From an optimization exercise on the open Yosys and OpenROAD flow, aimed at small area, a short achievable clock period and few clock cycles per item; shortcuts taken in it are not production practice. Function was checked by simulation only, so behaviour that the tests miss may differ from the original. Power is estimated from default activity; no workload was simulated.

==> design/flow/table.hex <==
1 7 E D 0 5 8 3 4 F A 6 9 C B 2
8 E 2 5 6 9 1 C F 4 B 0 D A 3 7
5 D F 6 9 2 C A B 7 8 1 4 3 E 0
7 F 5 A 8 1 6 D 0 9 3 E B 4 2 C
C 8 2 1 D 4 F 6 7 0 A 5 3 E 9 B
B 3 5 8 2 F A D E 1 7 4 C 9 6 0
6 8 2 3 9 A 5 C 1 E 4 7 B D 0 F
C 4 6 2 A 5 B 9 E 8 D 7 0 3 F 1
==> design/flow/flow/run.sh <==
#!/bin/bash
cp standard.sh standard_sh.txt
export BUFFER_PORTS_ARGS="-buffer_cell sky130_fd_sc_hd__buf_1"
bash standard.sh > standard.log 2>&1
==> design/flow/standard.sh <==
#!/bin/bash
# synth_recipe.tcl (not shown) runs the flow's synth.tcl, then flattens the netlist and writes it again
# the make line also repeats each setting of config.mk as NAME=value (left out here)
make -C /OpenROAD-flow-scripts/flow DESIGN_CONFIG=/design/flow/config.mk WORK_HOME=/design/flow/orfs CLKGATE_MAP_FILE= SYNTH_SCRIPT=/design/flow/synth_recipe.tcl "${@:-finish}"
==> design/flow/config.mk <==
export PLATFORM = sky130hd
export DESIGN_NAME = magma_enc
export DESIGN_NICKNAME = magma_enc
export VERILOG_FILES = /design/flow/design.v
export SDC_FILE = /design/flow/constraint.sdc
export NUM_CORES = 4
export LEC_CHECK = 0
export CAP_MARGIN = 20
export CORE_MARGIN = 2
export CORE_UTILIZATION = 55
export CTS_CLUSTER_DIAMETER = 100
export CTS_CLUSTER_SIZE = 24
export PLACE_DENSITY = 0.7
export SETUP_SLACK_MARGIN = 3.35
export SLEW_MARGIN = 20
==> design/flow/constraint.sdc <==
create_clock -name core_clock -period 6.0 [get_ports {clk}]
set_input_delay 1.2000 -clock core_clock [delete_from_list [all_inputs] [get_ports {clk}]]
set_output_delay 1.2000 -clock core_clock [all_outputs]
set_load 0.01 [all_outputs]
==> design/flow/design.v <==
module magma_enc(
    input  clk,
    input  rst,
    input  start,
    input  [255:0] key,
    input  [63:0] block_in,
    output ready,
    output reg valid,
    output [31:0] data,
    output [31:0] data_out
);
reg [3:0]  space[0:127];
initial begin
    $readmemh("table.hex", space);
end
reg [31:0] kr0, kr1, kr2, kr3, kr4, kr5, kr6, kr7;
reg [31:0] rk;
reg [31:0] a1, a0;
reg [4:0]  cnt;
reg        busy;
assign ready = !busy;
assign data_out = a0;
assign data     = a1;
wire [7:0]  gen, prop;
wire [31:0] t0, t1;
genvar n;
generate
    for (n = 0; n < 8; n = n + 1) begin : nib
        wire [3:0] x = a0[4*n+3:4*n];
        wire [3:0] k = rk[4*n+3:4*n];
        wire [3:0] gg = x & k;
        wire [3:0] tt = x | k;
        wire [3:0] pp = x ^ k;
        wire [3:0] s, s1;
        assign s[0]  = pp[0];
        assign s[1]  = pp[1] ^ gg[0];
        assign s[2]  = pp[2] ^ (gg[1] | tt[1] & x[0] & k[0]);
        assign s[3]  = pp[3] ^ (gg[2] | tt[2] & x[1] & k[1] | tt[2] & tt[1] & x[0] & k[0]);
        assign s1[0] = ~pp[0];
        assign s1[1] = pp[1] ^ tt[0];
        assign s1[2] = pp[2] ^ (gg[1] | tt[1] & (x[0] | k[0]));
        assign s1[3] = pp[3] ^ (gg[2] | tt[2] & x[1] & k[1] | tt[2] & tt[1] & (x[0] | k[0]));
        assign gen[n]  = gg[3] | tt[3] & gg[2] | tt[3] & tt[2] & gg[1] | tt[3] & tt[2] & tt[1] & gg[0];
        assign prop[n] = gg[3] | tt[3] & gg[2] | tt[3] & tt[2] & gg[1] | tt[3] & tt[2] & tt[1] & tt[0];
        assign t0[4*n+3:4*n] = space[{3'd7 - n[2:0], s}];
        assign t1[4*n+3:4*n] = space[{3'd7 - n[2:0], s1}];
    end
endgenerate
wire [7:0] cin;
assign cin[0] = 1'b0;
generate
    for (n = 1; n < 8; n = n + 1) begin : cy
        wire [n-1:0] term;
        genvar j;
        for (j = 0; j < n; j = j + 1) begin : tm
            if (j == n - 1) begin : last
                assign term[j] = gen[j];
            end else begin : mid
                assign term[j] = gen[j] & (&prop[n-1:j+1]);
            end
        end
        assign cin[n] = |term;
    end
endgenerate
wire [31:0] a1r = {a1[10:0], a1[31:11]};
wire [31:0] blr = {block_in[10:0], block_in[31:11]};
wire [31:0] v0 = busy ? (a1r ^ t0) : blr;
wire [31:0] v1 = busy ? (a1r ^ t1) : blr;
wire [31:0] sbx;
generate
    for (n = 0; n < 8; n = n + 1) begin : sel
        assign sbx[4*n+3:4*n] = cin[n] ? v1[4*n+3:4*n] : v0[4*n+3:4*n];
    end
endgenerate
wire [31:0] a0_next = {sbx[20:0], sbx[31:21]};
reg [31:0] rk_next;
always @(*) begin
    if (cnt < 5'd23)
        rk_next = kr1;
    else
        case (cnt[1:0])
            2'd3: rk_next = kr0;    
            2'd0: rk_next = kr6;    
            2'd1: rk_next = kr4;    
            default: rk_next = kr2;  
        endcase
end
always @(posedge clk) begin
    if (!busy) begin
        kr0 <= key[255:224];
        kr1 <= key[223:192];
        kr2 <= key[191:160];
        kr3 <= key[159:128];
        kr4 <= key[127:96];
        kr5 <= key[95:64];
        kr6 <= key[63:32];
        kr7 <= key[31:0];
        rk  <= key[255:224];
        a1  <= block_in[63:32];
        cnt <= 5'd0;
    end else begin
        kr0 <= kr1;
        kr1 <= kr2;
        kr2 <= kr3;
        kr3 <= kr4;
        kr4 <= kr5;
        kr5 <= kr6;
        kr6 <= kr7;
        kr7 <= kr0;
        rk  <= rk_next;
        a1  <= a0;
        cnt <= cnt + 5'd1;
    end
end
always @(posedge clk) begin
    a0 <= a0_next;
end
always @(posedge clk) begin
    if (rst) begin
        busy  <= 1'b0;
        valid <= 1'b0;
    end else begin
        valid <= busy && (cnt == 5'd31);
        if (!busy)
            busy <= start;
        else if (cnt == 5'd31)
            busy <= 1'b0;
    end
end
endmodule
==> impl_summary.txt, run 1 <==
----------------------------------------------------
[Run status]
  Result of the run ... complete, no violations

[Floorplan]
  Floorplan die height ... 184 um
  Die Area ... ~34000 um2
  Die Wd ... between 150 and 200 um
  Site Rows ... 66
  I/O pin count ... 389
  Core region area ... 32300 um2
  Initial core utilization ... 0.554

[STA]
  Headroom to the max-slew limit ... 0.258
  Portion of the clock cycle consumed by the worst path in the final layout ... 0.446
  Setup total negative slack ... 0 ns
  Final Worst Setup Slack ... 3.33 ns
  Pins over their slew limit ... 0
  Transition at the pin with the smallest max-transition slack ... 1.11 ns
  Final setup skew ... 0.0177 ns
  Unrepaired setup endpoints after global routing ... true
  Max Clock Freq ... 0.374 GHz
  Minimum period implied by the final worst setup slack ... 2.67 ns
  Total of endpoints with negative setup slack in the final report ... 0
  Final hold viol count ... 0

[CTS]
  Total clock buffers created by CTS ... 19
  Root buf cell ... sky130_fd_sc_hd__clkbuf_16
  Clk slew on worst S/H paths ... 0.10 ns
  Clock H-tree levels ... 1
  Maximum count of clock buffers along a single path ... 3
  Num Clock Sinks ... roughly 360
  TritonCTS clock tree ... done
  Insertion delay of the later-clocked pin in the worst-skew pair ... 0.54 ns
  Number of buffers inserted for hold repair after clock tree synthesis ... 0

[GRT]
  Sum of overflow across all layers after global routing ... 0
  Largest net degree at the start of global routing ... 152
  Number of global-route vias before repair ... 13390
  Initial antenna violation count ... 6
  Global router's overall resource usage ... 0.273
  Global-route wire length before repair ... 72200 um

[Worst setup path]
  Worst-path cell chain ... inv_1 > ha_1 > or4_1 > nand3_2 > mux2_2 > mux2i_1 > xor2_1 > mux2_2
  Kind of critical path ... flop to flop
  Crit path max-delay cell type ... sky130_fd_sc_hd__or4_1
  Critical Path RT ... 6.42 ns
  Critical path peak fanout ... 5
  Critical Path Max Stage Delay ... ~0.57 ns
  Data arrival time of the worst path ... 3.10 ns
  Buffers & Inverters on Critical Path ... 1
  Total stage count of the critical path ... 8
  Depth of the worst register-to-register path ... 8
  Most numerous cell on the critical path ... sky130_fd_sc_hd__mux2_2
  Crit end category ... flop
  Element type at the critical path start ... flop
  Delay-heaviest family, CP ... multiplexers

[Final layout]
  Layout cell share with drive strength beyond 1 ... 0.276
  Layout-stage area growth over the synthesis result ... 20.6%
  # fillers ... 2590
  Final Instance Count excl. Fillers ... ~2500
  Final layout net count ... roughly 2500

[Yosys]
  Most common cell in the synthesized netlist ... sky130_fd_sc_hd__dfxtp_1
  Biggest area contributors in the synthesized netlist ... sky130_fd_sc_hd__dfxtp_1 40%, sky130_fd_sc_hd__mux2_2 19%, sky130_fd_sc_hd__ha_1 10%
  Post-synth EDFFs ... 0
  Area share of the largest cell type after synthesis ... 0.402
  Portion of the post-synthesis area used by sequential elements ... 0.402
  Leading register cell type out of synthesis ... sky130_fd_sc_hd__dfxtp_1
  Distinct cell type count after synthesis ... 66
  Asr flop ratio synth ... 0
  Top post-synthesis cells by count ... 359 x sky130_fd_sc_hd__dfxtp_1, 307 x sky130_fd_sc_hd__mux2_2, 147 x sky130_fd_sc_hd__ha_1, 146 x sky130_fd_sc_hd__nor2_1, 136 x sky130_fd_sc_hd__a21oi_1
  Mapped Area ... 17900 um2
  Syn Inst Count ... 1672
  Nets in the synthesized netlist ... 2149
  Yosys warns ... 1
  Cell type with the largest total area after synthesis ... sky130_fd_sc_hd__dfxtp_1
  Register bit total from synthesis ... about 360
  Post-synthesis area per instance ... 10.7 um2

[Flow run]
  Maxcap violations ... 0

[Place]
  Gp weighted congestion ... 0.925
  Port Buf Inserts ... between 300 and 400
  DP Cell Count ... 2439
  Placement Setup Slack ... around 3.0 ns
  Placed wire-length estimate after detailed placement ... about 35000 um

[Min path]
  Type of the tightest min-delay check ... flop to flop
  Cell depth of the worst min-delay path ... 1

[Detailed routing]
  DRC marker count from the first detailed-route iteration ... 798
  Routed via count divided by cell count ... 5.45
  Routed length per placed instance ... 19.2 um
  Via count ... approximately 14000
  Remaining DRCs ... 0
  Total wire length ... 48400 um
  1st-pass router iterations ... 7
  Residual antenna-violating net count after detailed routing ... 0

[Power]
  VDD IR max ... 0.000276 V
  Power density cells ... between 500 and 600 nW/um2
  Leakage ... approximately 9 nW
  Total power ... 11.6 mW

----------------------------------------------------
timing repair:
action                                  CTS  global route
endpoints found under the setup margin   29            28
buffers inserted                         29            24
resized for setup                        82           100
pin swaps                                20            27
power breakdown:
part / internal, mW / switching [mW]
clock network: 0.630 / 0.808
logic: 3.47 / 3.56
registers: 2.80 / 0.340
total: 6.89 / 4.71
through the flow:
| stage | utilization | hold WS [ns] | cell area [um2] |
|---|---|---|---|
| final | 0.668 | 0.459 | 21600 |
| after CTS | 0.649 | 0.452 | 20900 |
| after global placement | 0.612 | 0.435 | 19800 |
| after floorplan | - | 0.433 | 17900 |
| after global routing | 0.668 | 0.470 | 21600 |
| after detailed placement | 0.612 | 0.438 | 19800 |
metal layers:
metal | wire, um | global-route usage | vias to the layer above
met1 | 19400 | 0.331 | 6505
met5 | 41 | 0 | -
met4 | 1720 | 0.0973 | 6
met2 | 23400 | 0.467 | 483
met3 | 3790 | 0.0729 | 96
li1 | - | - | 6627
cells by family after synthesis:
logic type / share of synthesized area
XOR/XNOR: 0.0342
AO/OA/AOI/OAI: 0.0939
buffers and inverters: 0.0439
flip-flops: 0.402
multiplexers: 0.249
AND/OR/NAND/NOR: 0.0657
adder cells (fa/ha/maj): 0.111
cell usage in the layout (no fill, tap or decap), drive strengths merged, types with 4 or more instances in the layout:
| cell type | n |
|---|---|
| and3 | 6 |
| a211oi | 14 |
| mux2i | 38 |
| a222oi | 32 |
| inv | 137 |
| o31ai | 9 |
| nor2 | 146 |
| nand4 | 8 |
| nor2b | 8 |
| xor2 | 30 |
| a2bb2oi | 4 |
| nand2 | 29 |
| buf | 449 |
| o211ai | 6 |
| and2 | 8 |
| o21ai | 24 |
| a31oi | 4 |
| clkbuf | 20 |
| mux4 | 27 |
| nor3 | 6 |
| xnor2 | 39 |
| nand2b | 11 |
| a21oi | 138 |
| o21bai | 4 |
| mux2 | 307 |
| ha | 147 |
| fa | 7 |
| or3 | 7 |
| dfxtp | 359 |
| nand3b | 7 |
| nor3b | 4 |
| nand3 | 6 |
path summary, 6_finish.rpt:
check | start | endpoint | slack (ns)
min reg2reg | kr7[14] | kr6[14] | 0.46
min | kr7[14] | kr6[14] | 0.46
max | a0[23] | a0[0] | 3.33
max reg2reg | a0[23] | a0[0] | 3.33
registers in the layout, summed over array words and instances, names as in the netlist:
| signal | count |
|---|---|
| a0 | 32 |
| a1 | 32 |
| kr0 | 32 |
| kr1 | 32 |
| kr2 | 32 |
| kr3 | 32 |
| kr4 | 32 |
| kr5 | 32 |
| kr6 | 32 |
| kr7 | 32 |
| rk | 32 |
| cnt | 5 |
| busy | 1 |
| valid | 1 |
layout make-up:
cell class                 count  area (um2)  share of cell area
multi-input combinational   1106       10700               0.496
sequential                   359        7260               0.337
timing repair buffer         449        1990              0.0922
tap                          442         553              0.0257
inverter                     136         519              0.0241
clock buffer                  20         479              0.0222
clock inverter                 4        66.3             0.00308
antenna                        3        7.51            0.000348
Testbench counts, summed over its fixed seeds: cycles 25,344, items 768.
==> run 2: changes to the inputs <==
--- a/design/flow/config.mk
+++ b/design/flow/config.mk
@@ -11,5 +11,5 @@
 export CTS_CLUSTER_DIAMETER = 100
 export CTS_CLUSTER_SIZE = 24
 export PLACE_DENSITY = 0.7
-export SETUP_SLACK_MARGIN = 3.35
+export SETUP_SLACK_MARGIN = 3.2
 export SLEW_MARGIN = 20
==> run 2 against run 1 <==
Compared with the run above:
- sequential share of layout area up 0.85 points
- combinational power down 8.0%
- core utilization down 1.9 points
- cell count down 0.79%
- largest power group unchanged
==> impl_summary.txt, run 2 <==
----------------------------------------------------
[Run status]
  Result of the run ... complete, no violations

[Worst setup path]
  Critical path peak fanout ... 5
  Critical Path Max Stage Delay ... 0.59 ns
  Kind of critical path ... flop to flop
  Delay-heaviest family, CP ... adder cells
  Element type at the critical path start ... flop
  Critical Path RT ... 6.39 ns
  Worst R2R End ... a0[2]
  Crit end category ... flop
  Setup slack of the worst register-to-register path ... 3.27 ns
  Reg2Reg Launch Point ... a0[20]
  Buffers & Inverters on Critical Path ... 2
  Depth of the worst register-to-register path ... 9
  Worst-path cell chain ... inv_1 > ha_1 > fa_2 > inv_1 > ha_1 > mux4_2 > mux2i_2 > xnor2_1 > a21oi_1
  Data arrival time of the worst path ... 3.12 ns
  Crit path max-delay cell type ... sky130_fd_sc_hd__fa_2

[Yosys]
  Distinct cell type count after synthesis ... 66
  Register bit total from synthesis ... ~360
  Post-synthesis area per instance ... 10.7 um2
  Mapped Area ... 17900 um2
  Area share of the largest cell type after synthesis ... 0.402
  Yosys warns ... 1
  Most common cell in the synthesized netlist ... sky130_fd_sc_hd__dfxtp_1
  Leading register cell type out of synthesis ... sky130_fd_sc_hd__dfxtp_1
  Portion of the post-synthesis area used by sequential elements ... 0.402
  Post-synth EDFFs ... 0
  Biggest area contributors in the synthesized netlist ... sky130_fd_sc_hd__dfxtp_1 40%, sky130_fd_sc_hd__mux2_2 19%, sky130_fd_sc_hd__ha_1 10%
  Nets in the synthesized netlist ... 2149
  Top post-synthesis cells by count ... 359 x sky130_fd_sc_hd__dfxtp_1, 307 x sky130_fd_sc_hd__mux2_2, 147 x sky130_fd_sc_hd__ha_1, 146 x sky130_fd_sc_hd__nor2_1, 136 x sky130_fd_sc_hd__a21oi_1
  Cell type with the largest total area after synthesis ... sky130_fd_sc_hd__dfxtp_1
  Syn Inst Count ... about 1700
  Asr flop ratio synth ... 0

[STA]
  Final hold viol count ... 0
  Final setup skew ... 0.0170 ns
  Unrepaired setup endpoints after global routing ... true
  Minimum hold slack ... approximately 0.45 ns
  Headroom to the max-slew limit ... 0.358
  Setup total negative slack ... 0 ns
  Pins over their slew limit ... 0
  Portion of the clock cycle consumed by the worst path in the final layout ... 0.455
  Max Clock Freq ... 0.367 GHz
  Transition at the pin with the smallest max-transition slack ... 0.963 ns
  Total of endpoints with negative setup slack in the final report ... 0
  Minimum period implied by the final worst setup slack ... 2.73 ns

[Final layout]
  Layout-stage area growth over the synthesis result ... 17.1%
  Commonest cells after routing, fill and taps aside ... 388 x sky130_fd_sc_hd__buf_1, 337 x sky130_fd_sc_hd__dfxtp_1, 307 x sky130_fd_sc_hd__mux2_2, 146 x sky130_fd_sc_hd__nor2_1, 136 x sky130_fd_sc_hd__ha_1
  Utilization after layout ... 0.648
  Final Instance Count excl. Fillers ... 2499
  Area of combinational cells with multiple inputs ... around 10000 um2
  # fillers ... 2618
  Seq. cell area ... ~7200 um2
  Final layout net count ... between 2000 and 3000
  Commonest non-fill, non-tap cell in the layout ... sky130_fd_sc_hd__buf_1
  Layout cell share with drive strength beyond 1 ... 0.239

[CTS]
  TritonCTS clock tree ... done
  Root buf cell ... sky130_fd_sc_hd__clkbuf_16
  Maximum count of clock buffers along a single path ... 3
  Clock H-tree levels ... 1
  Total clock buffers created by CTS ... 19
  Insertion delay of the later-clocked pin in the worst-skew pair ... 0.54 ns
  Num Clock Sinks ... 359
  Clk slew on worst S/H paths ... 0.10 ns

[Floorplan]
  Die Wd ... 184 um
  Die Area ... 34000 um2
  Initial core utilization ... 0.554
  Floorplan die height ... 184 um
  Core region area ... 32300 um2
  Site Rows ... between 60 and 70
  I/O pin count ... 389

[Detailed routing]
  Routed via count divided by cell count ... around 5.4
  Total wire length ... 47400 um
  DRC marker count from the first detailed-route iteration ... approximately 740
  Residual antenna-violating net count after detailed routing ... 0
  Via count ... roughly 13000
  Routed length per placed instance ... 19.0 um
  Remaining DRCs ... 0
  1st-pass router iterations ... 5

[Place]
  Port Buf Inserts ... 388
  Gp weighted congestion ... 0.877
  Placed wire-length estimate after detailed placement ... 35900 um
  DP Cell Count ... 2441

[GRT]
  Number of global-route vias before repair ... 13152
  Global router's overall resource usage ... 0.266
  Initial antenna violation count ... 7
  Largest net degree at the start of global routing ... 104
  Global-route wire length before repair ... 70600 um
  Sum of overflow across all layers after global routing ... 0

[Power]
  Leakage ... 8.63 nW
  Power density cells ... 526 nW/um2
  VDD IR max ... approximately 0.00026 V

[Min path]
  Cell depth of the worst min-delay path ... 1
  Worst hold endpoint ... kr6[11]
  Worst Min Path Start ... kr7[11]
  Type of the tightest min-delay check ... flop to flop

[Flow run]
  Maxcap violations ... 0

----------------------------------------------------
## run 2: worst reg2reg max path, cell delays in order, from the launching register on
cell and delay, ns:
sky130_fd_sc_hd__dfxtp_2 0.38, sky130_fd_sc_hd__inv_1 0.05, sky130_fd_sc_hd__ha_1 0.26, sky130_fd_sc_hd__fa_2 0.59, sky130_fd_sc_hd__inv_1 0.08, sky130_fd_sc_hd__ha_1 0.30, sky130_fd_sc_hd__mux4_2 0.48, sky130_fd_sc_hd__mux2i_2 0.21
sky130_fd_sc_hd__xnor2_1 0.14, sky130_fd_sc_hd__a21oi_1 0.08
## run 2: cells by family after synthesis
family,count (synthesis),synth area share
AOI/OAI and AO/OA,256,0.0939
xor gates and xnor gates,69,0.0342
adders and majority gates,155,0.111
buffers and inverters,207,0.0439
DFF,359,0.402
muxes,372,0.249
and+or+nand+nor,254,0.0657
## run 2: metrics by stage
stage	worst slack, ns	cell area, um2	total power [mW]
after floorplan	3.26	17900	7.46
after global placement	2.91	19700	8.69
after detailed placement	2.87	19700	8.86
after CTS	3.20	20500	10.5
after global routing	3.17	20900	11.8
final	3.27	20900	11.0
## run 2: layout make-up
class | instances | area share
clock buffers | 21 | 0.0231
diodes | 6 | 0.000717
repair buffers | 425 | 0.0835
well taps | 442 | 0.0264
flip-flops and latches | 359 | 0.345
inverters | 136 | 0.0246
multi-input cells | 1106 | 0.493
clock inverters | 4 | 0.00305
## run 2: worst max-delay path by stage
| stage | startpoint | to | slack [ns] | depth (start not counted) |
|---|---|---|---|---|
| finish | a0[20] | a0[2] | 3.27 | 9 |
| detailed placement | a0[7] | a0[6] | 2.87 | 10 |
| global placement | a0[7] | a0[6] | 2.91 | 10 |
| CTS | a0[17] | a0[6] | 3.20 | 11 |
| floorplan | a0[8] | a0[22] | 3.26 | 10 |
| global route | a0[20] | a0[2] | 3.17 | 9 |
## run 2: power breakdown
group / switching [mW] / leakage (nW) / internal [mW] / total, mW
registers: 0.331 / 3.03 / 2.78 / 3.11
logic: 3.38 / 5.33 / 3.09 / 6.47
clock network: 0.800 / 0.267 / 0.631 / 1.43
## run 2: what timing repair did
item | CTS | global route
hold buffers | 0 | 0
pin swaps | 4 | 18
resized for setup | 37 | 65
setup endpoints to repair | 28 | 28
setup buffers | 7 | 20
## run 2: routing by layer
metal | global-route usage | part of all wire
met5 | 0 | 0.00053
met4 | 0.0774 | 0.029
met3 | 0.0577 | 0.067
met2 | 0.462 | 0.48
met1 | 0.331 | 0.42
==> run 3: changes to the inputs <==
--- a/design/flow/config.mk
+++ b/design/flow/config.mk
@@ -7,9 +7,9 @@
 export LEC_CHECK = 0
 export CAP_MARGIN = 20
 export CORE_MARGIN = 2
-export CORE_UTILIZATION = 55
+export CORE_UTILIZATION = 65
 export CTS_CLUSTER_DIAMETER = 100
 export CTS_CLUSTER_SIZE = 24
-export PLACE_DENSITY = 0.7
+export PLACE_DENSITY = 0.8
 export SETUP_SLACK_MARGIN = 3.2
 export SLEW_MARGIN = 20
==> run 3 against run 2 <==
Compared with the run above:
- highest routed layer unchanged
- critical endpoint is now a0[4]
- core utilization is 12 points higher
- non-clock buffer count is 7 lower
- hold slack better by 0.0060 ns
- clock-buffer cell count is 1 lower
- critical path depth rose by 2
- global-route usage increased by 4.8 points
- largest cell class unchanged
==> impl_summary.txt, run 3 <==
----------------------------------------------------
[STA]
  Portion of the clock cycle consumed by the worst path in the final layout ... 0.468
  Final setup skew ... 0.0116 ns
  Headroom to the max-slew limit ... 0.185
  Max Clock Freq ... 0.356 GHz
  Minimum period implied by the final worst setup slack ... 2.81 ns
  Minimum hold slack ... between 0.4 and 0.5 ns
  Total of endpoints with negative setup slack in the final report ... 0
  Pins over their slew limit ... 0
  Final Worst Setup Slack ... between 3 and 4 ns
  Setup total negative slack ... 0 ns
  Transition at the pin with the smallest max-transition slack ... 1.22 ns
  Unrepaired setup endpoints after global routing ... true
  Final hold viol count ... 0

[Flow run]
  Maxcap violations ... 0

[Floorplan]
  I/O pin count ... between 300 and 400
  Die Area ... 28800 um2
  Initial core utilization ... 0.663
  Die Wd ... 170 um
  Site Rows ... 60
  Floorplan die height ... ~170 um
  Core region area ... 27000 um2

[Detailed routing]
  DRC marker count from the first detailed-route iteration ... around 960
  Routed length per placed instance ... 19.6 um
  1st-pass router iterations ... 6
  Remaining DRCs ... 0
  Via count ... 13626
  Routed via count divided by cell count ... ~5.7
  Total wire length ... 46900 um
  Residual antenna-violating net count after detailed routing ... 0

[Yosys]
  Yosys warns ... 1
  Leading register cell type out of synthesis ... sky130_fd_sc_hd__dfxtp_1
  Register bit total from synthesis ... 359
  Distinct cell type count after synthesis ... 66
  Area share of the largest cell type after synthesis ... 0.402
  Asr flop ratio synth ... 0
  Post-synthesis area per instance ... 10.7 um2
  Nets in the synthesized netlist ... 2149
  Cell type with the largest total area after synthesis ... sky130_fd_sc_hd__dfxtp_1
  Top post-synthesis cells by count ... 359 x sky130_fd_sc_hd__dfxtp_1, 307 x sky130_fd_sc_hd__mux2_2, 147 x sky130_fd_sc_hd__ha_1, 146 x sky130_fd_sc_hd__nor2_1, 136 x sky130_fd_sc_hd__a21oi_1
  Post-synth EDFFs ... 0
  Mapped Area ... 17900 um2
  Biggest area contributors in the synthesized netlist ... sky130_fd_sc_hd__dfxtp_1 40%, sky130_fd_sc_hd__mux2_2 19%, sky130_fd_sc_hd__ha_1 10%
  Portion of the post-synthesis area used by sequential elements ... 0.402
  Syn Inst Count ... 1672
  Most common cell in the synthesized netlist ... sky130_fd_sc_hd__dfxtp_1

[Worst setup path]
  Critical path peak fanout ... 4
  Element type at the critical path start ... flop
  Critical Path RT ... ~6.4 ns
  Crit end category ... flop
  Kind of critical path ... flop to flop
  Data arrival time of the worst path ... ~3.2 ns

[CTS]
  Maximum count of clock buffers along a single path ... 3
  TritonCTS clock tree ... done
  Num Clock Sinks ... 359
  Total clock buffers created by CTS ... 19
  Number of buffers inserted for hold repair after clock tree synthesis ... 0
  Insertion delay of the later-clocked pin in the worst-skew pair ... 0.53 ns
  Clk slew on worst S/H paths ... 0.10 ns
  Clock H-tree levels ... 1
  Root buf cell ... sky130_fd_sc_hd__clkbuf_16

[GRT]
  Initial antenna violation count ... 5
  Global-route wire length before repair ... just over 70000 um
  Number of global-route vias before repair ... 13518
  Global router's overall resource usage ... 0.314
  Sum of overflow across all layers after global routing ... 0
  Largest net degree at the start of global routing ... 201

[Run status]
  Result of the run ... complete, no violations

[Power]
  Leakage ... 8.60 nW
  Power density cells ... 528 nW/um2
  VDD IR max ... 0.000220 V
  Total power ... 11.0 mW

[Final layout]
  Layout cell share with drive strength beyond 1 ... 0.240
  Final layout net count ... 2517
  Utilization after layout ... 0.771
  Commonest non-fill, non-tap cell in the layout ... sky130_fd_sc_hd__buf_1
  Post-route standard cell area excluding fillers ... around 21000 um2
  Commonest cells after routing, fill and taps aside ... 388 x sky130_fd_sc_hd__buf_1, 337 x sky130_fd_sc_hd__dfxtp_1, 307 x sky130_fd_sc_hd__mux2_2, 146 x sky130_fd_sc_hd__nor2_1, 136 x sky130_fd_sc_hd__ha_1
  Layout-stage area growth over the synthesis result ... 16.3%
  Final Instance Count excl. Fillers ... 2389

[Min path]
  Type of the tightest min-delay check ... flop to flop

[Place]
  Placed wire-length estimate after detailed placement ... 35100 um
  Port Buf Inserts ... 388
  DP Cell Count ... 2337
  Cell area after placement ... 19600 um2
  Gp weighted congestion ... approximately 0.93
  Placement Setup Slack ... 2.79 ns

----------------------------------------------------
==> run 3: cell count changes in the layout (fill, tap and decap cells not counted), moves of 2 or more <==
cell	previous run	this run
sky130_fd_sc_hd__inv_4	0	2
sky130_fd_sc_hd__buf_4	33	24
sky130_fd_sc_hd__xor2_2	7	11
sky130_fd_sc_hd__mux2i_2	3	6
sky130_fd_sc_hd__ha_4	1	3
sky130_fd_sc_hd__diode_2	6	4
sky130_fd_sc_hd__xor2_4	3	0
sky130_fd_sc_hd__ha_2	10	8
sky130_fd_sc_hd__inv_1	131	129
sky130_fd_sc_hd__buf_12	0	2
sky130_fd_sc_hd__mux2i_1	34	32
==> run 3: report_power, final <==
part	switching [mW]	internal [mW]	leakage, nW
logic	3.35	3.06	5.31
clock network	0.786	0.630	0.269
registers	0.355	2.79	3.03
total	4.49	6.48	8.60
==> run 3: worst paths after layout <==
check,end,cells past startpoint,slack (ns),start
min reg2reg,kr6[29],1,0.46,kr7[29]
min,kr6[29],1,0.46,kr7[29]
max,a0[4],11,3.19,a0[18]
max reg2reg,a0[4],11,3.19,a0[18]
==> run 3: area by class of cell <==
type / count / area [um2]
diodes: 4 / 10.0
clock buffers: 20 / 479
clock inverters: 5 / 68.8
fillers: 1860 / 6170
inverters: 136 / 519
multi-input cells: 1106 / 10300
flip-flops and latches: 359 / 7230
well taps: 341 / 427
repair buffers: 418 / 1730
==> run 3: cell families after synthesis <==
logic type / after synthesis / synth area share
muxes: 372 / 0.249
adders and majority gates: 155 / 0.111
xor gates and xnor gates: 69 / 0.0342
and+or+nand+nor: 254 / 0.0657
DFF: 359 / 0.402
AOI/OAI and AO/OA: 256 / 0.0939
buffers and inverters: 207 / 0.0439
==> run 3: per-layer routing <==
| layer | vias to the layer above | routed length, um | global-route usage |
|---|---|---|---|
| li1 | 6568 | - | - |
| met1 | 6466 | 18500 | 0.375 |
| met2 | 500 | 23000 | 0.558 |
| met3 | 90 | 3680 | 0.0705 |
| met4 | 2 | 1740 | 0.109 |
| met5 | - | 13 | 0 |
==> run 3: timing repair <==
item	in CTS	in global routing
setup endpoints to repair	98	24
gates resized for setup	47	65
pin swaps	8	13
setup buffers	12	11
==> run 3: worst max-delay path, cell delays in order, from the launching register on <==
cell and delay (ns):
sky130_fd_sc_hd__dfxtp_2 0.39, sky130_fd_sc_hd__inv_1 0.08, sky130_fd_sc_hd__ha_2 0.24, sky130_fd_sc_hd__nor2_1 0.11, sky130_fd_sc_hd__a221o_1 0.37, sky130_fd_sc_hd__o32a_1 0.24, sky130_fd_sc_hd__and2_1 0.18, sky130_fd_sc_hd__a211oi_4 0.32
sky130_fd_sc_hd__buf_6 0.17, sky130_fd_sc_hd__mux2i_2 0.23, sky130_fd_sc_hd__xnor2_1 0.08, sky130_fd_sc_hd__mux2_2 0.26
==> run 4: changes to the inputs <==
--- a/design/flow/design.v
+++ b/design/flow/design.v
@@ -9,10 +9,8 @@
     output [31:0] data,
     output [31:0] data_out
 );
-reg [3:0]  space[0:127];
-initial begin
-    $readmemh("table.hex", space);
-end
+localparam [511:0] SB0 = 512'h1f307d8e9b5a264cf0db74e1c5a93286069c471edaf2853bb9e35a076f4d128cc24be390d618a5f70e34187bac296fd573ad0b4fc19652e82bc96af43850de71;
+localparam [511:0] SB1 = 512'hc1f307d8e9b5a2646f0db74e1c5a9328b069c471edaf2853cb9e35a076f4d1287c24be390d618a5f50e34187bac296fd873ad0b4fc19652e12bc96af43850de7;
 reg [31:0] kr0, kr1, kr2, kr3, kr4, kr5, kr6, kr7;
 reg [31:0] rk;
 reg [31:0] a1, a0;
@@ -31,19 +29,17 @@
         wire [3:0] gg = x & k;
         wire [3:0] tt = x | k;
         wire [3:0] pp = x ^ k;
-        wire [3:0] s, s1;
+        wire [3:0] s;
         assign s[0]  = pp[0];
         assign s[1]  = pp[1] ^ gg[0];
         assign s[2]  = pp[2] ^ (gg[1] | tt[1] & x[0] & k[0]);
         assign s[3]  = pp[3] ^ (gg[2] | tt[2] & x[1] & k[1] | tt[2] & tt[1] & x[0] & k[0]);
-        assign s1[0] = ~pp[0];
-        assign s1[1] = pp[1] ^ tt[0];
-        assign s1[2] = pp[2] ^ (gg[1] | tt[1] & (x[0] | k[0]));
-        assign s1[3] = pp[3] ^ (gg[2] | tt[2] & x[1] & k[1] | tt[2] & tt[1] & (x[0] | k[0]));
         assign gen[n]  = gg[3] | tt[3] & gg[2] | tt[3] & tt[2] & gg[1] | tt[3] & tt[2] & tt[1] & gg[0];
         assign prop[n] = gg[3] | tt[3] & gg[2] | tt[3] & tt[2] & gg[1] | tt[3] & tt[2] & tt[1] & tt[0];
-        assign t0[4*n+3:4*n] = space[{3'd7 - n[2:0], s}];
-        assign t1[4*n+3:4*n] = space[{3'd7 - n[2:0], s1}];
+        wire [63:0] row  = SB0[64*(7-n) +: 64];
+        wire [63:0] row1 = SB1[64*(7-n) +: 64];
+        assign t0[4*n+3:4*n] = row[4*s +: 4];
+        assign t1[4*n+3:4*n] = row1[4*s +: 4];
     end
 endgenerate
 wire [7:0] cin;
--- a/design/flow/config.mk
+++ b/design/flow/config.mk
@@ -7,9 +7,9 @@
 export LEC_CHECK = 0
 export CAP_MARGIN = 20
 export CORE_MARGIN = 2
-export CORE_UTILIZATION = 65
+export CORE_UTILIZATION = 55
 export CTS_CLUSTER_DIAMETER = 100
 export CTS_CLUSTER_SIZE = 24
-export PLACE_DENSITY = 0.8
-export SETUP_SLACK_MARGIN = 3.2
+export PLACE_DENSITY = 0.7
+export SETUP_SLACK_MARGIN = 3.5
 export SLEW_MARGIN = 20
removed: design/flow/table.hex
==> run 4 against run 3 <==
Compared with the run above:
- still clean
- sequential share of layout area increased by 0.14 points
- cell count unchanged
- worst setup slack worse by 0.086 ns
- die area increased by 11%
- register-to-register slack got worse by 0.09 ns
- clock-buffer cell count rose by 1
- combinational power is 15% higher
- non-clock buffer count is 44 higher
- cell area about the same
- critical path depth up 2
- clock power shrank 6%
- synthesized cell count shrank 5.6%
- highest routed layer unchanged
==> impl_summary.txt, run 4 <==
----------------------------------------------------
[Power]
  Power density cells ... 571 nW/um2
  Logic pwr share ... 0.624
  Sequential power share ... 0.264
  Net Sw Frac ... 0.409
  Leakage ... roughly 8.3 nW
  VDD IR max ... 0.000297 V
  Total power ... 11.9 mW
  Power Internal ... roughly 7 mW
  Clock power frac ... 0.112
  Switching power ... 4.85 mW

[Yosys]
  Post-synth EDFFs ... 0
  Yosys warns ... 1
  Syn Inst Count ... 1579
  Post-synthesis area per instance ... ~11 um2
  Asr flop ratio synth ... 0
  Most common cell in the synthesized netlist ... sky130_fd_sc_hd__dfxtp_1
  Portion of the post-synthesis area used by sequential elements ... 0.427
  Mapped Area ... 16800 um2
  Top post-synthesis cells by count ... 359 x sky130_fd_sc_hd__dfxtp_1, 308 x sky130_fd_sc_hd__mux2_2, 151 x sky130_fd_sc_hd__nor2_1, 134 x sky130_fd_sc_hd__a21oi_1, 115 x sky130_fd_sc_hd__ha_1
  Distinct cell type count after synthesis ... 60
  Register bit total from synthesis ... around 360
  Cell type with the largest total area after synthesis ... sky130_fd_sc_hd__dfxtp_1
  Leading register cell type out of synthesis ... sky130_fd_sc_hd__dfxtp_1
  Biggest area contributors in the synthesized netlist ... sky130_fd_sc_hd__dfxtp_1 43%, sky130_fd_sc_hd__mux2_2 21%, sky130_fd_sc_hd__ha_1 8.6%
  Nets in the synthesized netlist ... 2017
  Area share of the largest cell type after synthesis ... 0.427

[CTS]
  Total clock buffers created by CTS ... 18
  Root buf cell ... sky130_fd_sc_hd__clkbuf_16
  Num Clock Sinks ... 359
  Insertion delay of the later-clocked pin in the worst-skew pair ... 0.55 ns
  Clk slew on worst S/H paths ... about 0.10 ns
  Clock H-tree levels ... 1
  TritonCTS clock tree ... done
  Maximum count of clock buffers along a single path ... 3

[Final layout]
  Commonest non-fill, non-tap cell in the layout ... sky130_fd_sc_hd__buf_1
  Commonest cells after routing, fill and taps aside ... 388 x sky130_fd_sc_hd__buf_1, 328 x sky130_fd_sc_hd__dfxtp_1, 305 x sky130_fd_sc_hd__mux2_2, 146 x sky130_fd_sc_hd__nor2_1, 128 x sky130_fd_sc_hd__a21oi_1
  Layout cell share with drive strength beyond 1 ... 0.299
  Layout-stage area growth over the synthesis result ... 23.6%
  Utilization after layout ... 0.685
  Final layout net count ... ~2400
  Final Instance Count excl. Fillers ... 2389

[Detailed routing]
  Total wire length ... 45800 um
  Residual antenna-violating net count after detailed routing ... 0
  1st-pass router iterations ... 7
  Remaining DRCs ... 0
  Routed via count divided by cell count ... ~5.5
  Routed length per placed instance ... 19.2 um
  Via count ... approximately 13000
  DRC marker count from the first detailed-route iteration ... 836

[STA]
  Transition at the pin with the smallest max-transition slack ... 1.10 ns
  Max Clock Freq ... approximately 0.35 GHz
  Final setup skew ... approximately 0.021 ns
  Final hold viol count ... 0
  Pins over their slew limit ... 0
  Headroom to the max-slew limit ... 0.264
  Setup total negative slack ... 0 ns
  Final Worst Setup Slack ... roughly 3.1 ns
  Unrepaired setup endpoints after global routing ... true
  Portion of the clock cycle consumed by the worst path in the final layout ... 0.482
  Total of endpoints with negative setup slack in the final report ... 0
  Minimum period implied by the final worst setup slack ... 2.89 ns

[GRT]
  Largest net degree at the start of global routing ... 182
  Sum of overflow across all layers after global routing ... 0
  Initial antenna violation count ... 7
  Global router's overall resource usage ... 0.267
  Number of global-route vias before repair ... ~12000
  Global-route wire length before repair ... 66400 um

[Place]
  Placement Setup Slack ... ~2.8 ns
  Port Buf Inserts ... 388
  Placed wire-length estimate after detailed placement ... 32300 um
  DP Cell Count ... 2293
  Gp weighted congestion ... 0.867

[Worst setup path]
  Kind of critical path ... flop to flop
  Critical path peak fanout ... 4
  Crit end category ... flop
  Element type at the critical path start ... flop
  Critical Path RT ... 6.42 ns
  Data arrival time of the worst path ... 3.32 ns

[Floorplan]
  Site Rows ... 64
  Die Wd ... 179 um
  Initial core utilization ... 0.554
  Core region area ... 30300 um2
  Die Area ... 32000 um2
  Floorplan die height ... 179 um
  I/O pin count ... 389

[Flow run]
  Maxcap violations ... 0

[Run status]
  Result of the run ... complete, no violations

[Min path]
  Type of the tightest min-delay check ... flop to flop

----------------------------------------------------
-- run 4: cell types whose count changed in the layout (fill, tap and decap cells not counted), moves of 9 or more --
cell / delta
sky130_fd_sc_hd__ha_1: -53
sky130_fd_sc_hd__inv_1: -36
sky130_fd_sc_hd__mux2i_4: +11
sky130_fd_sc_hd__buf_4: +31
sky130_fd_sc_hd__mux2i_1: -20
sky130_fd_sc_hd__inv_2: +11
sky130_fd_sc_hd__ha_4: +13
sky130_fd_sc_hd__dfxtp_1: -9
-- run 4: worst paths after layout --
path,startpoint,to,slack [ns],cells after the start
hold / removal,kr3[19],kr2[19],0.46,1
setup reg to reg,rk[18],a0[8],3.11,13
setup / recovery,rk[18],a0[8],3.11,13
hold reg to reg,kr3[19],kr2[19],0.46,1
-- run 4: cell type report --
type,count,area [um2]
Multi-Input combinational cell,1035,9950
Fill cell,2376,9560
Sequential cell,359,7260
Timing Repair Buffer,462,2150
Tap cell,396,495
Clock buffer,21,462
Inverter,110,417
Clock inverter,1,30.0
Antenna cell,5,12.5
-- run 4: logic make-up (layout without fill, tap and decap cells) --
family                     after synthesis  count (layout)  synth area share
muxes                                  356             356             0.251
other                                    0               5                 0
xor gates and xnor gates                64              64            0.0333
buffers and inverters                  185             594            0.0413
adders and majority gates              115             115            0.0855
and+or+nand+nor                        256             256            0.0675
DFF                                    359             359             0.427
AOI/OAI and AO/OA                      244             244            0.0938
-- run 4: stage by stage --
stage / instance area (um2) / hold slack (ns)
2_1_floorplan: 17000 / 0.426
3_3_place_gp: 18800 / 0.434
3_5_place_dp: 18800 / 0.441
4_1_cts: 20100 / 0.456
5_1_grt: 20800 / 0.471
6_report: 20800 / 0.457
-- run 4: what timing repair did --
action	CTS	global route
hold buffers	0	0
endpoints found under the setup margin	194	35
pin swaps	28	40
resized for setup	110	92
setup buffers	39	30
-- run 4: power by group through the flow --
stage / combinational, mW / sequential (mW) / clock [mW]
2_1_floorplan: 4.12 / 3.11 / 0
3_3_place_gp: 5.21 / 3.16 / 0
3_5_place_dp: 5.39 / 3.18 / 0
4_1_cts: 6.55 / 3.12 / 1.36
5_1_grt: 7.92 / 3.18 / 1.45
6_report: 7.40 / 3.14 / 1.33
-- run 4: per-layer routing --
layer / track usage / vias to the layer above / wire length (um)
met4: 0.0762 / 4 / 1380
met2: 0.458 / 465 / 22400
li1: - / 6331 / -
met3: 0.0594 / 68 / 3490
met5: 0 / - / 27
met1: 0.335 / 6281 / 18500
-- run 4: worst max-delay path, stage by stage, from the launching register on --
cell                      delay [ns]
sky130_fd_sc_hd__dfxtp_1        0.36
sky130_fd_sc_hd__inv_1          0.12
sky130_fd_sc_hd__ha_4           0.19
sky130_fd_sc_hd__nor3b_4        0.05
sky130_fd_sc_hd__nor3_2         0.21
sky130_fd_sc_hd__nand2_1        0.10
sky130_fd_sc_hd__a221o_1        0.37
sky130_fd_sc_hd__buf_6          0.13
sky130_fd_sc_hd__or2_4          0.26
sky130_fd_sc_hd__a31oi_4        0.19
sky130_fd_sc_hd__buf_12         0.16
sky130_fd_sc_hd__mux2i_4        0.27
sky130_fd_sc_hd__xnor2_1        0.09
sky130_fd_sc_hd__mux2_4         0.25
Testbench counts of run 4, summed over its fixed seeds: cycles 25,344, items 768.
==> run 5: changes to the inputs <==
--- a/design/flow/config.mk
+++ b/design/flow/config.mk
@@ -11,5 +11,5 @@
 export CTS_CLUSTER_DIAMETER = 100
 export CTS_CLUSTER_SIZE = 24
 export PLACE_DENSITY = 0.7
-export SETUP_SLACK_MARGIN = 3.5
+export SETUP_SLACK_MARGIN = 3.0
 export SLEW_MARGIN = 20
==> run 5 against run 4 <==
Compared with the run above:
- clock skew is 0.0034 ns lower
- die area stayed put
- critical path type unchanged
- wire length is 4.6% lower
- sequential power hardly changed
- combinational power is 26% lower
- synthesized area stayed put
- via count is 4.3% lower
- clock power is 3% higher
- sequential share of layout area is 2.0 points higher
==> impl_summary.txt, run 5 <==
----------------------------------------------------
[Run status]
  Result of the run ... complete, no violations

[Worst setup path]
  Critical path peak fanout ... 6
  Crit end category ... flop
  Setup slack of the worst register-to-register path ... ~3 ns
  Critical Path RT ... 6.41 ns
  Worst R2R End ... a0[23]
  Element type at the critical path start ... flop
  Kind of critical path ... flop to flop
  Data arrival time of the worst path ... 3.32 ns
  Depth of the worst register-to-register path ... 11
  Reg2Reg Launch Point ... a0[13]

[Floorplan]
  Core region area ... 30300 um2
  Floorplan die height ... 179 um
  Initial core utilization ... 0.554
  Site Rows ... 64
  Die Area ... between 30000 and 40000 um2
  I/O pin count ... 389
  Die Wd ... 179 um

[Yosys]
  Distinct cell type count after synthesis ... 60
  Main combinational cell family by area after synthesis ... multiplexers
  Area share of xor/xnor cells in the synthesized design ... 0.0333
  Post-synthesis area per instance ... between 10 and 15 um2
  Synthesized-area fraction occupied by ao, oa, aoi and oai cells ... 0.0938
  Post-synthesis adder-cell area fraction ... 0.0855
  Biggest area contributors in the synthesized netlist ... sky130_fd_sc_hd__dfxtp_1 43%, sky130_fd_sc_hd__mux2_2 21%, sky130_fd_sc_hd__ha_1 8.6%
  Asr flop ratio synth ... 0
  Yosys warns ... 1
  Most common cell in the synthesized netlist ... sky130_fd_sc_hd__dfxtp_1
  Syn Inst Count ... 1579
  Post-synth EDFFs ... 0
  Register bit total from synthesis ... 359
  Leading register cell type out of synthesis ... sky130_fd_sc_hd__dfxtp_1
  Area share of the largest cell type after synthesis ... 0.427
  Simple-Gate Fraction of Synth Area ... 0.0675
  Portion of the post-synthesis area used by sequential elements ... 0.427
  Nets in the synthesized netlist ... 2017
  Top post-synthesis cells by count ... 359 x sky130_fd_sc_hd__dfxtp_1, 308 x sky130_fd_sc_hd__mux2_2, 151 x sky130_fd_sc_hd__nor2_1, 134 x sky130_fd_sc_hd__a21oi_1, 115 x sky130_fd_sc_hd__ha_1
  Cell type with the largest total area after synthesis ... sky130_fd_sc_hd__dfxtp_1
  Mux cell area share after synthesis ... 0.251
  Mapped Area ... 16800 um2

[STA]
  Minimum period implied by the final worst setup slack ... between 2 and 3 ns
  Final hold viol count ... 0
  Unrepaired setup endpoints after global routing ... true
  Portion of the clock cycle consumed by the worst path in the final layout ... 0.486
  Headroom to the max-slew limit ... 0.309
  Total of endpoints with negative setup slack in the final report ... 0
  Max Clock Freq ... 0.343 GHz
  Final setup skew ... around 0.018 ns
  Pins over their slew limit ... 0
  Transition at the pin with the smallest max-transition slack ... 1.04 ns
  Setup total negative slack ... 0 ns

[Detailed routing]
  Top layer in use ... met5
  Met3 layer wire length in the routed design ... 3340 um
  Remaining DRCs ... 0
  Routed via count divided by cell count ... 5.40
  1st-pass router iterations ... 6
  Via count ... 12579
  DRC marker count from the first detailed-route iteration ... roughly 740
  Routed length per placed instance ... ~19 um
  WL met2 ... 20900 um
  Total wire length ... 43700 um
  Routed met1 length ... about 18000 um
  Residual antenna-violating net count after detailed routing ... 0

[GRT]
  Number of global-route vias before repair ... 12158
  Largest net degree at the start of global routing ... roughly 210
  Global router's overall resource usage ... 0.258
  Initial antenna violation count ... 9
  Sum of overflow across all layers after global routing ... 0
  Global-route wire length before repair ... 64100 um

[Power]
  Leakage ... 7.92 nW
  VDD IR max ... 0.000261 V
  Power density cells ... 512 nW/um2

[Min path]
  Cell depth of the worst min-delay path ... 1
  Worst Min Path Start ... kr7[12]
  Worst hold endpoint ... kr6[12]
  Type of the tightest min-delay check ... flop to flop

[CTS]
  Root buf cell ... sky130_fd_sc_hd__clkbuf_16
  Clk slew on worst S/H paths ... 0.09 ns
  Num Clock Sinks ... 359
  Maximum count of clock buffers along a single path ... 3
  TritonCTS clock tree ... done
  Insertion delay of the later-clocked pin in the worst-skew pair ... about 0.53 ns
  Clock H-tree levels ... 1
  Total clock buffers created by CTS ... 19
  Number of buffers inserted for hold repair after clock tree synthesis ... 0

[Final layout]
  Layout-stage area growth over the synthesis result ... 15.7%
  Commonest cells after routing, fill and taps aside ... 388 x sky130_fd_sc_hd__buf_1, 356 x sky130_fd_sc_hd__dfxtp_1, 308 x sky130_fd_sc_hd__mux2_2, 150 x sky130_fd_sc_hd__nor2_1, 133 x sky130_fd_sc_hd__a21oi_1
  Commonest non-fill, non-tap cell in the layout ... sky130_fd_sc_hd__buf_1
  Final Instance Count excl. Fillers ... 2330
  Final layout net count ... 2365
  Layout cell share with drive strength beyond 1 ... 0.217

[Place]
  DP Cell Count ... 2295
  Placed wire-length estimate after detailed placement ... between 30000 and 40000 um
  Port Buf Inserts ... 388
  Gp weighted congestion ... 0.836

[Flow run]
  Maxcap violations ... 0

----------------------------------------------------
-- run 5: layer usage --
metal | global-route usage | up-vias
met2 | 0.446 | 382
li1 | - | 6215
met1 | 0.313 | 5919
met4 | 0.0806 | 4
met3 | 0.0672 | 59
met5 | 0 | -
-- run 5: cell families (layout without fill, tap and decap cells) --
group | Yosys count | after routing
AO/OA/AOI/OAI | 244 | 244
XOR/XNOR | 64 | 64
adder cells (fa/ha/maj) | 115 | 115
buffers and inverters | 185 | 536
flip-flops | 359 | 359
multiplexers | 356 | 356
other | 0 | 4
AND/OR/NAND/NOR | 256 | 256
-- run 5: repair_timing --
| item | in CTS | in global routing |
|---|---|---|
| resized for setup | 15 | 25 |
| setup buffers | 1 | 6 |
| endpoints found under the hold margin | 0 | 0 |
| setup endpoints to repair | 70 | 43 |
| pin swaps | 0 | 11 |
| cloned | 0 | 0 |
-- run 5: area by class of cell --
type | instances | area [um2]
inverter | 110 | 414
fill | 2492 | 10900
sequential | 359 | 7190
multi-input combinational | 1035 | 9220
timing repair buffer | 402 | 1610
antenna | 4 | 10.0
clock inverter | 4 | 42.5
clock buffer | 20 | 479
tap | 396 | 495
-- run 5: critical path, cell delays in order, from the launching register on --
cell                      delay, ns
sky130_fd_sc_hd__dfxtp_1       0.47
sky130_fd_sc_hd__inv_1         0.08
sky130_fd_sc_hd__ha_1          0.33
sky130_fd_sc_hd__xor2_2        0.29
sky130_fd_sc_hd__inv_1         0.17
sky130_fd_sc_hd__ha_1          0.26
sky130_fd_sc_hd__nor3_1        0.31
sky130_fd_sc_hd__o21ai_0       0.14
sky130_fd_sc_hd__o31ai_1       0.10
sky130_fd_sc_hd__mux2i_1       0.18
sky130_fd_sc_hd__xor2_1        0.17
sky130_fd_sc_hd__mux2_2        0.29
-- run 5: report_power, final --
group          total (mW)  switching [mW]  internal [mW]
Combinational        5.49            2.89           2.60
Clock                1.37           0.780          0.586
Sequential           3.11           0.344           2.77
-- run 5: through the flow --
step            util  area [um2]  total power [mW]  setup WS (ns)  hold slack (ns)
2_1_floorplan      -       16800              7.07           3.11            0.426
3_3_place_gp   0.612       18600              8.17           2.85            0.434
3_5_place_dp   0.612       18600              8.32           2.75            0.439
4_1_cts        0.633       19200              9.79           3.00            0.458
5_1_grt        0.641       19500              10.7           2.89            0.469
6_report       0.641       19500              9.97           3.08            0.458
-- run 5: worst max path at each step --
stage	start	endpoint	slack (ns)	depth (start not counted)
2_1_floorplan	a0[25]	a0[4]	3.11	10
3_3_place_gp	a0[21]	a0[0]	2.85	11
3_5_place_dp	a0[21]	a0[0]	2.75	11
4_1_cts	a0[21]	a0[0]	3.00	10
5_1_grt	a0[21]	a0[0]	2.89	11
6_report	a0[13]	a0[23]	3.08	11
==> run 6: changes to the inputs <==
--- a/design/flow/config.mk
+++ b/design/flow/config.mk
@@ -11,5 +11,5 @@
 export CTS_CLUSTER_DIAMETER = 100
 export CTS_CLUSTER_SIZE = 24
 export PLACE_DENSITY = 0.7
-export SETUP_SLACK_MARGIN = 3.0
+export SETUP_SLACK_MARGIN = 3.1
 export SLEW_MARGIN = 20
==> run 6 against run 5 <==
Compared with the run above:
- largest cell class unchanged
- global-route usage up 0.16 points
- combinational power up 4.6%
- register-to-register slack about the same
- core utilization up 0.77 points
- via count up 1.1%
- still clean
- critical path depth unchanged
- cell count up 0.60%
- synthesized cell count unchanged
- worst setup slack about the same
- first-iteration DRC count down 5.4%
- clock power about the same
- critical path type unchanged
==> impl_summary.txt, run 6 <==
----------------------------------------------------
[Run status]
  Result of the run ... complete, no violations

[Yosys]
  Area share of xor/xnor cells in the synthesized design ... 0.0333
  Post-synth EDFFs ... 0
  Most common cell in the synthesized netlist ... sky130_fd_sc_hd__dfxtp_1
  Post-synthesis area per instance ... around 11 um2
  Syn Inst Count ... roughly 1600
  Register bit total from synthesis ... 359
  Asr flop ratio synth ... 0
  Biggest area contributors in the synthesized netlist ... sky130_fd_sc_hd__dfxtp_1 43%, sky130_fd_sc_hd__mux2_2 21%, sky130_fd_sc_hd__ha_1 8.6%
  Main combinational cell family by area after synthesis ... multiplexers
  Leading register cell type out of synthesis ... sky130_fd_sc_hd__dfxtp_1
  Distinct cell type count after synthesis ... 60
  Synthesized-area fraction occupied by ao, oa, aoi and oai cells ... 0.0938
  Area share of the largest cell type after synthesis ... 0.427
  Mux cell area share after synthesis ... 0.251
  Mapped Area ... 16800 um2
  Post-synthesis adder-cell area fraction ... 0.0855
  Nets in the synthesized netlist ... 2017
  Top post-synthesis cells by count ... 359 x sky130_fd_sc_hd__dfxtp_1, 308 x sky130_fd_sc_hd__mux2_2, 151 x sky130_fd_sc_hd__nor2_1, 134 x sky130_fd_sc_hd__a21oi_1, 115 x sky130_fd_sc_hd__ha_1
  Portion of the post-synthesis area used by sequential elements ... 0.427
  Cell type with the largest total area after synthesis ... sky130_fd_sc_hd__dfxtp_1
  Yosys warns ... 1
  Simple-Gate Fraction of Synth Area ... 0.0675

[Flow run]
  Maxcap violations ... 0

[Worst setup path]
  Delay-heaviest family, CP ... adder cells
  Worst-path cell chain ... inv_1 > ha_1 > xor2_2 > inv_1 > ha_1 > nor3_1 > o21ai_0 > o31ai_1 > mux2i_1 > xor2_1 > mux2_2
  Worst R2R End ... a0[23]
  Data arrival time of the worst path ... 3.32 ns
  Crit end category ... flop
  Depth of the worst register-to-register path ... 11
  Worst setup path endpoint ... a0[23]
  Startpoint of the worst setup timing path ... a0[13]
  Buffers & Inverters on Critical Path ... 2
  Critical path peak fanout ... 6
  Critical Path RT ... 6.41 ns
  Kind of critical path ... flop to flop
  Critical Path Max Stage Delay ... 0.47 ns
  Crit path max-delay cell type ... sky130_fd_sc_hd__dfxtp_1
  Setup slack of the worst register-to-register path ... 3.08 ns
  Element type at the critical path start ... flop
  Total stage count of the critical path ... 11
  Reg2Reg Launch Point ... a0[13]

[CTS]
  Maximum count of clock buffers along a single path ... 3
  TritonCTS clock tree ... done
  Root buf cell ... sky130_fd_sc_hd__clkbuf_16
  Insertion delay of the later-clocked pin in the worst-skew pair ... ~0.53 ns
  Clk slew on worst S/H paths ... 0.09 ns
  Num Clock Sinks ... 359
  Number of buffers inserted for hold repair after clock tree synthesis ... 0
  Total clock buffers created by CTS ... 19
  Clock H-tree levels ... 1

[Floorplan]
  I/O pin count ... 389
  Die Wd ... 179 um
  Floorplan die height ... 179 um
  Site Rows ... 64
  Core region area ... ~30000 um2
  Initial core utilization ... 0.554
  Die Area ... 32000 um2

[Detailed routing]
  1st-pass router iterations ... 7
  Remaining DRCs ... 0
  DRC marker count from the first detailed-route iteration ... 697
  Routed via count divided by cell count ... 5.42
  Routed length per placed instance ... between 15 and 20 um
  Total wire length ... 44200 um
  Residual antenna-violating net count after detailed routing ... 0
  Via count ... between 10000 and 15000

[Final layout]
  Seq. cell area ... a little over 7000 um2
  # fillers ... roughly 2500
  Layout cell share with drive strength beyond 1 ... 0.237
  Final Instance Count excl. Fillers ... 2344
  Area of combinational cells with multiple inputs ... 9330 um2
  Layout-stage area growth over the synthesis result ... 17.1%
  Commonest non-fill, non-tap cell in the layout ... sky130_fd_sc_hd__buf_1
  Commonest cells after routing, fill and taps aside ... 388 x sky130_fd_sc_hd__buf_1, 346 x sky130_fd_sc_hd__dfxtp_1, 307 x sky130_fd_sc_hd__mux2_2, 150 x sky130_fd_sc_hd__nor2_1, 131 x sky130_fd_sc_hd__a21oi_1
  Final layout net count ... 2379

[GRT]
  Global-route wire length before repair ... 64500 um
  Global route hottest layer ... met2
  Initial antenna violation count ... 9
  Global router's overall resource usage ... 0.260
  Sum of overflow across all layers after global routing ... 0
  Met1 layer usage reported by global route ... 0.314
  GR Layer Usage met2 ... 0.450
  Met3 track demand over resource ... 0.0674
  Largest net degree at the start of global routing ... 211
  Number of global-route vias before repair ... 12198

[Power]
  Power density cells ... 519 nW/um2
  Leakage ... 7.99 nW
  VDD IR max ... 0.000272 V

[Place]
  Gp weighted congestion ... 0.836
  Placed wire-length estimate after detailed placement ... 32500 um
  DP Cell Count ... 2295
  Port Buf Inserts ... 388

[Min path]
  Type of the tightest min-delay check ... flop to flop

[STA]
  Total of endpoints with negative setup slack in the final report ... 0
  Headroom to the max-slew limit ... 0.313
  Minimum period implied by the final worst setup slack ... 2.92 ns
  Final hold viol count ... 0
  Unrepaired setup endpoints after global routing ... true
  Setup total negative slack ... 0 ns
  Portion of the clock cycle consumed by the worst path in the final layout ... 0.486
  Max Clock Freq ... 0.343 GHz
  Pins over their slew limit ... 0
  Transition at the pin with the smallest max-transition slack ... ~1.0 ns
  Minimum hold slack ... roughly 0.46 ns
  Final setup skew ... approximately 0.017 ns

----------------------------------------------------
==> run 6: changes by cell type in the layout (fill, tap and decap cells not counted), sizes merged <==
cell	before	now
buf	402	416
==> run 6: worst min path at each step <==
stage / cells after the start / to / startpoint / slack, ns
after floorplan: 1 / cnt[0] / cnt[0] / 0.43
after global placement: 1 / kr4[8] / kr5[8] / 0.43
after detailed placement: 1 / kr2[10] / kr3[10] / 0.44
after CTS: 1 / kr2[19] / kr3[19] / 0.46
after global routing: 1 / kr4[16] / kr5[16] / 0.47
final: 1 / kr6[12] / kr7[12] / 0.46
==> run 6: logic make-up after synthesis <==
| family | after synthesis |
|---|---|
| flip-flops | 359 |
| AO/OA/AOI/OAI | 244 |
| buffers and inverters | 185 |
| adder cells (fa/ha/maj) | 115 |
| AND/OR/NAND/NOR | 256 |
| XOR/XNOR | 64 |
| multiplexers | 356 |
==> run 6: worst register-to-register path: stages (launching register included) <==
cell and delay [ns]:
sky130_fd_sc_hd__dfxtp_1 0.47, sky130_fd_sc_hd__inv_1 0.08, sky130_fd_sc_hd__ha_1 0.33, sky130_fd_sc_hd__xor2_2 0.30, sky130_fd_sc_hd__inv_1 0.18, sky130_fd_sc_hd__ha_1 0.27
sky130_fd_sc_hd__nor3_1 0.31, sky130_fd_sc_hd__o21ai_0 0.14, sky130_fd_sc_hd__o31ai_1 0.09, sky130_fd_sc_hd__mux2i_1 0.18, sky130_fd_sc_hd__xor2_1 0.17, sky130_fd_sc_hd__mux2_2 0.29
==> run 6: layer usage <==
layer | up-vias | wire, um | part of all wire
li1 | 6243 | - | -
met1 | 5987 | 18000 | 0.41
met2 | 421 | 21300 | 0.48
met3 | 61 | 3560 | 0.081
met4 | 4 | 1310 | 0.030
met5 | - | 27 | 0.00061
==> run 6: repair_timing <==
| action | CTS | global route |
|---|---|---|
| buffers inserted | 7 | 14 |
| gates cloned | 0 | 0 |
| gates resized for setup | 31 | 50 |
| setup endpoints to repair | 78 | 81 |
| endpoints found under the hold margin | 0 | 0 |
| pin swaps | 8 | 16 |
==> run 6: through the flow <==
step            util  instance area, um2  power, mW  setup WS [ns]
2_1_floorplan      -               16800       7.07           3.11
4_1_cts        0.638               19400       9.91           3.02
3_3_place_gp   0.612               18600       8.17           2.85
6_report       0.649               19700       10.2           3.08
5_1_grt        0.649               19700       10.9           2.99
3_5_place_dp   0.612               18600       8.32           2.75
==> run 6: layout make-up <==
type / instances / share of cell area
antenna: 4 / 0.000508
clock buffer: 20 / 0.0243
clock inverter: 4 / 0.00216
inverter: 110 / 0.0212
multi-input combinational: 1035 / 0.474
sequential: 359 / 0.366
tap: 396 / 0.0252
timing repair buffer: 416 / 0.0869
==> run 6: power breakdown <==
part           switching, mW  internal, mW  leakage [nW]
registers              0.347          2.78          3.03
logic                   2.99          2.74          4.70
clock network          0.778         0.586         0.255
==> run 7: changes to the inputs <==
--- a/design/flow/config.mk
+++ b/design/flow/config.mk
@@ -11,5 +11,5 @@
 export CTS_CLUSTER_DIAMETER = 100
 export CTS_CLUSTER_SIZE = 24
 export PLACE_DENSITY = 0.7
-export SETUP_SLACK_MARGIN = 3.1
+export SETUP_SLACK_MARGIN = 3.3
 export SLEW_MARGIN = 20
==> run 7 against run 6 <==
Compared with the run above:
- clock power hardly changed
- critical path depth is 2 lower
- die area stayed put
- clock skew hardly changed
- global-route usage is 0.097 points higher
- core utilization is 1.2 points higher
- register-to-register slack better by 0.08 ns
- clock-buffer cell count is 1 higher
- total power is 4.4% higher
- synthesized area stayed put
- fmax is 2.7% higher
- combinational power is 7.3% higher
==> impl_summary.txt, run 7 <==
----------------------------------------------------
[Run status]
  Result of the run ... complete, no violations

[GRT]
  Global router's overall resource usage ... 0.261
  Global-route wire length before repair ... ~65000 um
  Number of global-route vias before repair ... ~12000
  Largest net degree at the start of global routing ... 97
  Initial antenna violation count ... 2
  Sum of overflow across all layers after global routing ... 0

[STA]
  Total of endpoints with negative setup slack in the final report ... 0
  Setup total negative slack ... 0 ns
  Final hold viol count ... 0
  Unrepaired setup endpoints after global routing ... true
  Headroom to the max-slew limit ... 0.377
  Pins over their slew limit ... 0
  Minimum hold slack ... between 0.4 and 0.5 ns
  Portion of the clock cycle consumed by the worst path in the final layout ... 0.473
  Final setup skew ... 0.0171 ns
  Minimum period implied by the final worst setup slack ... 2.84 ns
  Transition at the pin with the smallest max-transition slack ... 0.934 ns
  Max Clock Freq ... 0.352 GHz

[Floorplan]
  Die Area ... 32000 um2
  Die Wd ... 179 um
  I/O pin count ... between 300 and 400
  Site Rows ... 64
  Core region area ... 30300 um2
  Initial core utilization ... 0.554
  Floorplan die height ... 179 um

[Worst setup path]
  Critical Path RT ... 6.41 ns
  Critical Path Max Stage Delay ... between 0.4 and 0.5 ns
  Crit end category ... flop
  Crit path max-delay cell type ... sky130_fd_sc_hd__or3_4
  Data arrival time of the worst path ... 3.25 ns
  Kind of critical path ... flop to flop
  Element type at the critical path start ... flop
  Critical path peak fanout ... 5
  Worst-path cell chain ... ha_1 > a221o_1 > a211oi_2 > o221ai_2 > or3_4 > a31oi_4 > mux2i_2 > xnor2_1 > mux2_4

[Yosys]
  Cell type with the largest total area after synthesis ... sky130_fd_sc_hd__dfxtp_1
  Mapped Area ... 16800 um2
  Area share of the largest cell type after synthesis ... 0.427
  Post-synthesis area per instance ... 10.7 um2
  Distinct cell type count after synthesis ... 60
  Main combinational cell family by area after synthesis ... multiplexers
  Register bit total from synthesis ... 359
  Asr flop ratio synth ... 0
  Portion of the post-synthesis area used by sequential elements ... 0.427
  Biggest area contributors in the synthesized netlist ... sky130_fd_sc_hd__dfxtp_1 43%, sky130_fd_sc_hd__mux2_2 21%, sky130_fd_sc_hd__ha_1 8.6%
  Leading register cell type out of synthesis ... sky130_fd_sc_hd__dfxtp_1
  Syn Inst Count ... 1579
  Yosys warns ... 1
  Synthesized-area fraction occupied by ao, oa, aoi and oai cells ... 0.0938
  Post-synth EDFFs ... 0
  Nets in the synthesized netlist ... 2017
  Most common cell in the synthesized netlist ... sky130_fd_sc_hd__dfxtp_1
  Top post-synthesis cells by count ... 359 x sky130_fd_sc_hd__dfxtp_1, 308 x sky130_fd_sc_hd__mux2_2, 151 x sky130_fd_sc_hd__nor2_1, 134 x sky130_fd_sc_hd__a21oi_1, 115 x sky130_fd_sc_hd__ha_1
  Simple-Gate Fraction of Synth Area ... 0.0675
  Mux cell area share after synthesis ... 0.251
  Area share of xor/xnor cells in the synthesized design ... 0.0333
  Post-synthesis adder-cell area fraction ... 0.0855

[Final layout]
  Commonest non-fill, non-tap cell in the layout ... sky130_fd_sc_hd__buf_1
  Final Instance Count excl. Fillers ... 2374
  Final layout net count ... 2411
  Layout-stage area growth over the synthesis result ... 19.3%
  Seq. cell area ... 7230 um2
  Area of combinational cells with multiple inputs ... 9430 um2
  Layout cell share with drive strength beyond 1 ... 0.255
  Commonest cells after routing, fill and taps aside ... 388 x sky130_fd_sc_hd__buf_1, 341 x sky130_fd_sc_hd__dfxtp_1, 307 x sky130_fd_sc_hd__mux2_2, 150 x sky130_fd_sc_hd__nor2_1, 130 x sky130_fd_sc_hd__a21oi_1
  # fillers ... approximately 2500

[Detailed routing]
  Routed length per placed instance ... ~18 um
  Routed via count divided by cell count ... 5.38
  Total wire length ... 43600 um
  Residual antenna-violating net count after detailed routing ... 0
  DRC marker count from the first detailed-route iteration ... 741
  1st-pass router iterations ... 5
  Remaining DRCs ... 0
  Via count ... 12775

[Power]
  Power density cells ... 532 nW/um2
  VDD IR max ... 0.000313 V
  Leakage ... approximately 8.2 nW
  Total power ... 10.7 mW

[CTS]
  Num Clock Sinks ... 359
  TritonCTS clock tree ... done
  Maximum count of clock buffers along a single path ... 3
  Root buf cell ... sky130_fd_sc_hd__clkbuf_16
  Clock H-tree levels ... 1
  Clk slew on worst S/H paths ... 0.10 ns
  Total clock buffers created by CTS ... 19
  Insertion delay of the later-clocked pin in the worst-skew pair ... 0.52 ns

[Place]
  DP Cell Count ... 2297
  Port Buf Inserts ... 388
  Gp weighted congestion ... 0.826
  Placed wire-length estimate after detailed placement ... 32300 um

[Flow run]
  Maxcap violations ... 0

[Min path]
  Type of the tightest min-delay check ... flop to flop

----------------------------------------------------
run 7: cell counts after synthesis:
No cell type changed its count.
run 7: critical path: cells and delay by family (launching register included):
family | cells | cell delay (ns)
adders and majority gates | 1 | 0.22
AOI/OAI and AO/OA | 4 | 1.02
xor gates and xnor gates | 1 | 0.10
and+or+nand+nor | 1 | 0.43
muxes | 2 | 0.57
DFF | 1 | 0.39
run 7: power breakdown:
part,switching (mW),internal (mW)
clock network,0.774,0.600
registers,0.360,2.79
logic,3.07,3.08
run 7: timing repair:
| action | CTS | global route |
|---|---|---|
| pin swaps | 17 | 8 |
| hold buffers | 0 | 0 |
| setup buffers | 20 | 30 |
| gates resized for setup | 75 | 33 |
| setup endpoints to repair | 102 | 93 |
run 7: worst paths after layout:
path	cells past startpoint	slack (ns)	start	endpoint
worst max-delay path	9	3.16	a0[9]	a0[8]
worst min-delay path	1	0.46	kr7[25]	kr6[25]
worst max register to register	9	3.16	a0[9]	a0[8]
worst min register to register	1	0.46	kr7[25]	kr6[25]
run 7: layer usage:
layer	GRT usage	part of all wire	vias up
met5	0	0	-
met4	0.0583	0.022	0
met3	0.0636	0.074	52
met2	0.454	0.48	398
met1	0.325	0.42	6021
li1	-	-	6304
run 7: final cells by class:
class | instances | area share
antenna | 2 | 0.000249
sequential | 359 | 0.360
multi-input combinational | 1035 | 0.470
clock inverter | 3 | 0.00181
timing repair buffer | 448 | 0.0974
inverter | 110 | 0.0209
clock buffer | 21 | 0.0246
tap | 396 | 0.0247
run 7: cell families (layout without fill, tap and decap cells):
logic type / Yosys count / in the layout
flops: 359 / 359
mux: 356 / 356
buf+inv: 185 / 582
simple gates: 256 / 256
other cells: 0 / 2
fa+ha+maj: 115 / 115
xor+xnor: 64 / 64
compound gates: 244 / 244
run 7: stage by stage:
| stage | utilization | worst slack [ns] | cell area [um2] |
|---|---|---|---|
| CTS | 0.648 | 3.18 | 19700 |
| global placement | 0.613 | 2.76 | 18600 |
| floorplan | - | 3.30 | 16800 |
| finish | 0.661 | 3.16 | 20100 |
| global route | 0.661 | 3.05 | 20100 |
| detailed placement | 0.613 | 2.70 | 18600 |
